Context: an optimization exercise on an open-source flow, tuned for small area, a short achievable clock period and few clock cycles per item. The choices shown serve that exercise and are no tape-out recipe. Function was checked by simulation only, so behaviour that the tests miss may differ from the original.

`design/flow/run.sh`:
```
#!/bin/bash
# synth_recipe.tcl (not shown) runs the flow's synth.tcl, then flattens the netlist and writes it again
# the make line also repeats each setting of config.mk as NAME=value (left out here)
make -C /OpenROAD-flow-scripts/flow DESIGN_CONFIG=/design/flow/config.mk WORK_HOME=/design/flow/orfs CLKGATE_MAP_FILE= SYNTH_SCRIPT=/design/flow/synth_recipe.tcl finish
```
`design/flow/config.mk`:
```
export PLATFORM = sky130hd
export DESIGN_NAME = k_nn
export DESIGN_NICKNAME = k_nn
export VERILOG_FILES = /design/flow/design.v
export SDC_FILE = /design/flow/constraint.sdc
export NUM_CORES = 4
export LEC_CHECK = 0
export CAP_MARGIN = 20
export CORE_MARGIN = 2
export CORE_UTILIZATION = 40
export SLEW_MARGIN = 20
```
`design/flow/constraint.sdc`:
```
create_clock -name core_clock -period 9.0 [get_ports {clk}]
set_input_delay 1.8000 -clock core_clock [delete_from_list [all_inputs] [get_ports {clk}]]
set_output_delay 1.8000 -clock core_clock [all_outputs]
set_load 0.01 [all_outputs]
```
`design/flow/design.v`:
```
module knn_sqrt_pipeline #(
    parameter [16:0] CUT = 17'b1_0010_0100_1001_0010
)(
    input  wire        clk,
    input  wire        rst,       
    input  wire        en,        
    input  wire        vin,
    input  wire [32:0] data_in,
    output wire        vout,
    output wire [16:0] data_out
);
    wire [35:0] rem_w [0:17];
    wire [35:0] quo_w [0:17];
    wire [35:0] rad_w [0:17];
    wire        v_w   [0:17];
    assign rem_w[0] = 36'd0;
    assign quo_w[0] = 36'd0;
    assign rad_w[0] = {3'b000, data_in};
    assign v_w[0]   = vin;
    genvar j;
    generate
        for (j = 0; j < 17; j = j + 1) begin : step
            wire [j+2:0] r2 = {rem_w[j][j:0], rad_w[j][33-2*j:32-2*j]};
            wire [j+2:0] d  = {quo_w[j][j:0], 2'b01};
            wire [j+3:0] t  = {1'b0, r2} - {1'b0, d};
            wire         ok = !t[j+3];
            wire [j+1:0] rn = ok ? t[j+1:0] : r2[j+1:0];
            wire [j:0]   qn = {quo_w[j][j:0], ok};
            if (CUT[j]) begin : reg_s
                reg [j+1:0]      rr;
                reg [j:0]        qr;
                reg [35:0]       sr;
                reg              vr;
                always @(posedge clk) begin
                    if (!rst) vr <= 1'b0;
                    else if (en) vr <= v_w[j];
                end
                always @(posedge clk) begin
                    if (en) begin
                        rr <= rn;
                        qr <= qn;
                        sr <= rad_w[j];
                    end
                end
                assign rem_w[j+1] = rr;
                assign quo_w[j+1] = qr;
                assign rad_w[j+1] = sr;
                assign v_w[j+1]   = vr;
            end else begin : wire_s
                assign rem_w[j+1] = rn;
                assign quo_w[j+1] = qn;
                assign rad_w[j+1] = rad_w[j];
                assign v_w[j+1]   = v_w[j];
            end
        end
    endgenerate
    assign data_out = quo_w[17][16:0];
    assign vout     = v_w[17];
endmodule
module knn_distance (
    input  wire        clk,
    input  wire        rst,       
    input  wire        en,        
    input  wire        vin,
    input  wire [2:0]  k,
    input  wire [15:0] qx,
    input  wire [15:0] qy,
    output reg         vout,
    output reg  [32:0] sum_sq
);
    reg [15:0] rx, ry;
    always @(*) begin
        case (k)
            3'd0: begin rx = 16'd5100; ry = 16'd3500; end
            3'd1: begin rx = 16'd4900; ry = 16'd3000; end
            3'd2: begin rx = 16'd4700; ry = 16'd3200; end
            3'd3: begin rx = 16'd7000; ry = 16'd3200; end
            3'd4: begin rx = 16'd6400; ry = 16'd3200; end
            default: begin rx = 16'd6900; ry = 16'd3100; end
        endcase
    end
    wire [16:0] dx = {1'b0, qx} - {1'b0, rx};
    wire [16:0] dy = {1'b0, qy} - {1'b0, ry};
    wire [15:0] adx = dx[16] ? (rx - qx) : dx[15:0];
    wire [15:0] ady = dy[16] ? (ry - qy) : dy[15:0];
    reg        v1;
    reg [15:0] ax, ay;
    always @(posedge clk) begin
        if (!rst) begin
            v1   <= 1'b0;
            vout <= 1'b0;
        end else if (en) begin
            v1   <= vin;
            vout <= v1;
        end
    end
    always @(posedge clk) begin
        if (en) begin
            ax     <= adx;
            ay     <= ady;
            sum_sq <= ax * ax + ay * ay;
        end
    end
endmodule
module k_nn #(
    parameter NUMBER_ELEMENTS = 6,
    parameter DATA_WIDTH = 32,
    parameter CLASS_WIDTH = 8
)(
    input  wire                     clk,
    input  wire                     rst,  
    output reg                      m_axis_tvalid,
    input  wire                     m_axis_tready,
    output wire [DATA_WIDTH-1:0]    m_axis_tdata,
    output reg                      m_axis_tlast,
    input  wire                     s_axis_tvalid,
    output wire                     s_axis_tready,
    input  wire [DATA_WIDTH-1:0]    s_axis_tdata,
    input  wire                     s_axis_tlast,
    output wire [DATA_WIDTH-1:0]    distance_result
);
    reg         sk_v;
    wire        en = !sk_v;
    reg         busy;
    reg  [2:0]  idx;
    reg  [15:0] qx, qy;
    assign s_axis_tready = en && (!busy || idx == NUMBER_ELEMENTS-1);
    wire accept = s_axis_tvalid && s_axis_tready;
    always @(posedge clk) begin
        if (!rst) begin
            busy <= 1'b0;
            idx  <= 3'd0;
        end else if (accept) begin
            busy <= 1'b1;
            idx  <= 3'd0;
        end else if (en && busy) begin
            if (idx == NUMBER_ELEMENTS-1)
                busy <= 1'b0;
            else
                idx <= idx + 3'd1;
        end
    end
    always @(posedge clk) begin
        if (accept) begin
            qx <= s_axis_tdata[15:0];
            qy <= s_axis_tdata[31:16];
        end
    end
    wire        sq_v;
    wire [32:0] sum_sq;
    knn_distance dist_calc (
        .clk(clk), .rst(rst), .en(en),
        .vin(busy), .k(idx), .qx(qx), .qy(qy),
        .vout(sq_v), .sum_sq(sum_sq)
    );
    wire        p_v;
    wire [16:0] p_d;
    knn_sqrt_pipeline sqrt_calc (
        .clk(clk), .rst(rst), .en(en),
        .vin(sq_v), .data_in(sum_sq),
        .vout(p_v), .data_out(p_d)
    );
    reg  [16:0] m_d, sk_d;
    wire        take     = en && p_v;
    wire        out_free = !m_axis_tvalid || m_axis_tready;
    wire        load_m   = out_free && (sk_v || take);
    wire [16:0] din      = sk_v ? sk_d : p_d;
    always @(posedge clk) begin
        if (!rst) begin
            m_axis_tvalid <= 1'b0;
            sk_v          <= 1'b0;
        end else begin
            if (out_free)
                m_axis_tvalid <= sk_v || take;
            if (out_free)
                sk_v <= 1'b0;
            else if (take)
                sk_v <= 1'b1;
        end
    end
    always @(posedge clk) begin
        if (take && !out_free)
            sk_d <= p_d;
        if (load_m)
            m_d <= din;
    end
    assign m_axis_tdata = {{(DATA_WIDTH-17){1'b0}}, m_d};
    reg  [2:0]  ko;
    reg  [16:0] nd, sd;
    reg  [1:0]  cnt;
    wire        lt_n = din < nd;
    wire        lt_s = din < sd;
    always @(posedge clk) begin
        if (!rst)
            ko <= 3'd0;
        else if (load_m)
            ko <= (ko == NUMBER_ELEMENTS-1) ? 3'd0 : ko + 3'd1;
    end
    always @(posedge clk) begin
        if (load_m) begin
            m_axis_tlast <= (ko == NUMBER_ELEMENTS-1);
            if (ko == 3'd0) begin
                nd  <= din;
                sd  <= 17'h1ffff;
                cnt <= 2'd0;
            end else if (ko < 3'd3) begin
                if (lt_n) begin
                    nd <= din;
                    sd <= nd;
                end else if (lt_s) begin
                    sd <= din;
                end
            end else begin
                if (lt_n)
                    nd <= din;
                if (lt_s)
                    cnt <= cnt + 2'd1;
            end
        end
    end
    assign distance_result = {{(CLASS_WIDTH-1){1'b0}}, cnt[1],
                              {(DATA_WIDTH-CLASS_WIDTH-17){1'b0}}, nd};
endmodule
```
==> impl_metrics.json <==
{
  "grt_util_all_layers_pct": 16.77,
  "io_buffers": 73,
  "ys.flop_type": "edfxtp_1",
  "drcViolationCount": 0,
  "slew_headroom_pct": 28.97,
  "gp_congestion": 0.8485,
  "grt_max_degree": 119,
  "worst_pin_slew_ps": 1065,
  "multiInputGateArea_um2": 24680,
  "dieArea_um2": 99520,
  "synth_area_um2": 38800,
  "ff_latch_area_um2": 11150,
  "period_minus_slack_ps": 8622,
  "pre_cts_slack_ps": 351.7,
  "status": "finished clean",
  "grt_pass1_wl_um": 136000,
  "grt_pass1_vias": 26857,
  "ys_async_sr_fraction_pct": 0,
  "yosysSeqAreaShare_pct": 28.74,
  "yosysMostFrequentCell": "inv_1",
  "htree_levels": 2,
  "cts_hold_buf": 0,
  "cts_tree": "built",
  "clk_pin_slew_ps": 70,
  "ios": 104,
  "avgViaCountPerCell": 4.994,
  "numCtsBuffers": 43,
  "drt_pre_antenna_iters": 5,
  "finalSetupViolCount": 0,
  "hold_viol": 0,
  "diodes": 0,
  "synth_top_area_share_pct": 27.86,
  "slowest_delay_ps": 550,
  "cap_violations": 0,
  "routed_wl_um": 81670,
  "wl_per_cell_um": 15.31,
  "worstSetupPathType": "flop to flop",
  "critPathRequiredTime_ps": 9350,
  "critical_path_arrival_ps": 8970,
  "clockBufferDepth": 3,
  "area_growth_pct": 9.793,
  "clock_sinks": 377,
  "yosysUniqueCellTypes": 88,
  "layout-drive-gt1-share_pct": 5.839,
  "final_nets": 4849,
  "fin_crit_sh_pct": 95.80,
  "met2_usage_pct": 29.69,
  "postRouteAntennaNets": 0,
  "hold_class": "flop to flop",
  "ys_warn_count": 3,
  "synth_top_area_cell": "edfxtp_1",
  "synthTopCellsByArea": "edfxtp_1 (28%), fa_1 (17%), ha_1 (15%)",
  "use_met1_pct": 21.92,
  "use_met3_pct": 1.968,
  "rows": 114,
  "dpl.hpwl_um": 66380,
  "synthTopCellsByCount": "inv_1 (674), ha_1 (462), edfxtp_1 (360), fa_1 (325), nand2_1 (308)",
  "crit_top_cell": "fa_1",
  "layout_setup_ws_ps": 378.3,
  "fin_setup_tns_ps": 0,
  "worstSetupStartpointType": "flop",
  "start_util_pct": 40.24,
  "slowest_stage": "fa_1",
  "antenna_found_initial": 1,
  "top_usage_layer": "met2",
  "drtIter0Drc": 1371,
  "coreArea_um2": 96420,
  "die_w_um": 315.5,
  "via_count": 26645,
  "grt-ovfl-total": 0,
  "final_cells": 5335,
  "fill_cells": 9375,
  "die_h_um": 315.5,
  "finClkSkew_ps": 26.05,
  "ys_ff_latch": 377,
  "cp_max_fo": 6,
  "endpoint_kind": "flop",
  "syn_avg_cell_area_um2": 9.859,
  "syn-instance-count": 3936,
  "clock.fmax_mhz": 116.0,
  "clock_latency_ps": 600,
  "drv_slew": 0,
  "final_core_util_pct": 44.18,
  "synth_edf_count": 360,
  "grt_setup_unrepaired": "no",
  "root_buffer": "clkbuf_16",
  "dp.cells": 5249
}
[layout make-up]
class | instances | share of cell area, %
multi-input combinational | 2799 | 57.92
timing repair buffer | 125 | 2.690
sequential | 377 | 26.18
tap | 1276 | 3.747
inverter | 679 | 6.000
clock inverter | 28 | 0.8223
clock buffer | 51 | 2.643
[worst paths after layout]
check | start | endpoint | slack (ps) | cells past startpoint
setup / recovery | dist_calc.ax[8]$_DFFE_PN_ | dist_calc.sum_sq[31]$_DFFE_PN_ | 380 | 31
hold / removal | dist_calc.sum_sq[26]$_DFFE_PN_ | sqrt_calc.step[1].reg_s.sr[26]$_DFFE_PN_ | 390 | 0
setup reg to reg | dist_calc.ax[8]$_DFFE_PN_ | dist_calc.sum_sq[31]$_DFFE_PN_ | 380 | 31
hold reg to reg | dist_calc.sum_sq[26]$_DFFE_PN_ | sqrt_calc.step[1].reg_s.sr[26]$_DFFE_PN_ | 390 | 0
[stage by stage]
stage | hold WS (ps) | cell area (um2)
floorplan | 400.3 | 38910
global placement | 401.0 | 41050
detailed placement | 404.5 | 41050
CTS | 390.5 | 42520
global route | 403.9 | 42600
finish | 392.8 | 42600
[cells in the final DEF, fill, tap and decap left out, types with 45 or more instances in the layout]
| master | n |
|---|---|
| nor3_1 | 58 |
| xor2_1 | 75 |
| xnor2_1 | 156 |
| o21ai_0 | 139 |
| edfxtp_1 | 360 |
| and2_1 | 118 |
| mux2_2 | 46 |
| a21oi_1 | 217 |
| nand2b_1 | 45 |
| a21o_1 | 75 |
| inv_1 | 672 |
| clkdlybuf4s50_1 | 73 |
| o21a_1 | 50 |
| fa_1 | 325 |
| nor2b_1 | 45 |
| nand2_1 | 308 |
| ha_1 | 462 |
| buf_4 | 50 |
| nor2_1 | 207 |
[timing repair]
action,in CTS,in global routing
gates resized for setup,0,1
setup endpoints to repair,0,2
setup buffers,0,7
[cell families after synthesis]
kind of cell / Yosys count / share of synthesized area (%)
compound gates: 701 / 11.66
xor+xnor: 231 / 5.214
fa+ha+maj: 787 / 31.66
buf+inv: 788 / 7.971
flops: 377 / 28.74
mux: 99 / 2.821
other cells: 1 / 0.009664
simple gates: 952 / 11.92
[registers in the layout, indices dropped and copies added (netlist names), 2 cells and up]
signal and count:
sqrt_calc.step.reg_s.qr 57, idx 3, sk_d 17, qy 16, dist_calc.ax 16, ko 3
m_d 17, sd 17, qx 16, sqrt_calc.step.reg_s.sr 90, dist_calc.ay 16, sqrt_calc.step.reg_s.rr 45
dist_calc.sum_sq 33, sqrt_calc.step.reg_s.vr 6, cnt 2, nd 17
[routing by layer]
layer	wire (um)	up-vias	share of wire (%)
met3	2789	100	3.4
met1	37200	12776	46
met2	39870	392	49
li1	-	13375	-
met4	1809	2	2.2
met5	13	-	0.016
[critical path: cells and delay by family (launching register included)]
| family | cells | cell delay [ps] |
|---|---|---|
| xor+xnor | 2 | 310 |
| fa+ha+maj | 8 | 3800 |
| flops | 1 | 500 |
| simple gates | 2 | 450 |
| compound gates | 14 | 3050 |
| buf+inv | 5 | 290 |
Testbench counts, summed over its fixed seeds: cycles 7,760, queries 1,280.

-- re-timing with driven ports --
The flow's constraints put no driver on any port. The routed layout listed below was extracted and timed again, unchanged, in two steps.
Step 1 assumes that a clkbuf_16 drives the clock port and a buf_2 every other input.
Step 2 moves the port delays by t, midway between the first and last clock arrival at a register: inputs arrive t later, outputs are due t later. That takes back most of the time a late clock gives input paths.
Three values: ideal ports, drivers, drivers and shift; two values: the first two.
t, ns: 0.654
slack for setup (ns): 0.378 / 0.378 / 0.378
hold slack, ns: 0.393 / 0.393 / 0.393
worst setup path at the end: register to register
worst data-port slew with drivers (ns): 0.03
After both steps setup and hold are still met in this run. The setup slack of this run moves by 0.000 ns with the drivers and by 0.000 ns with both steps.
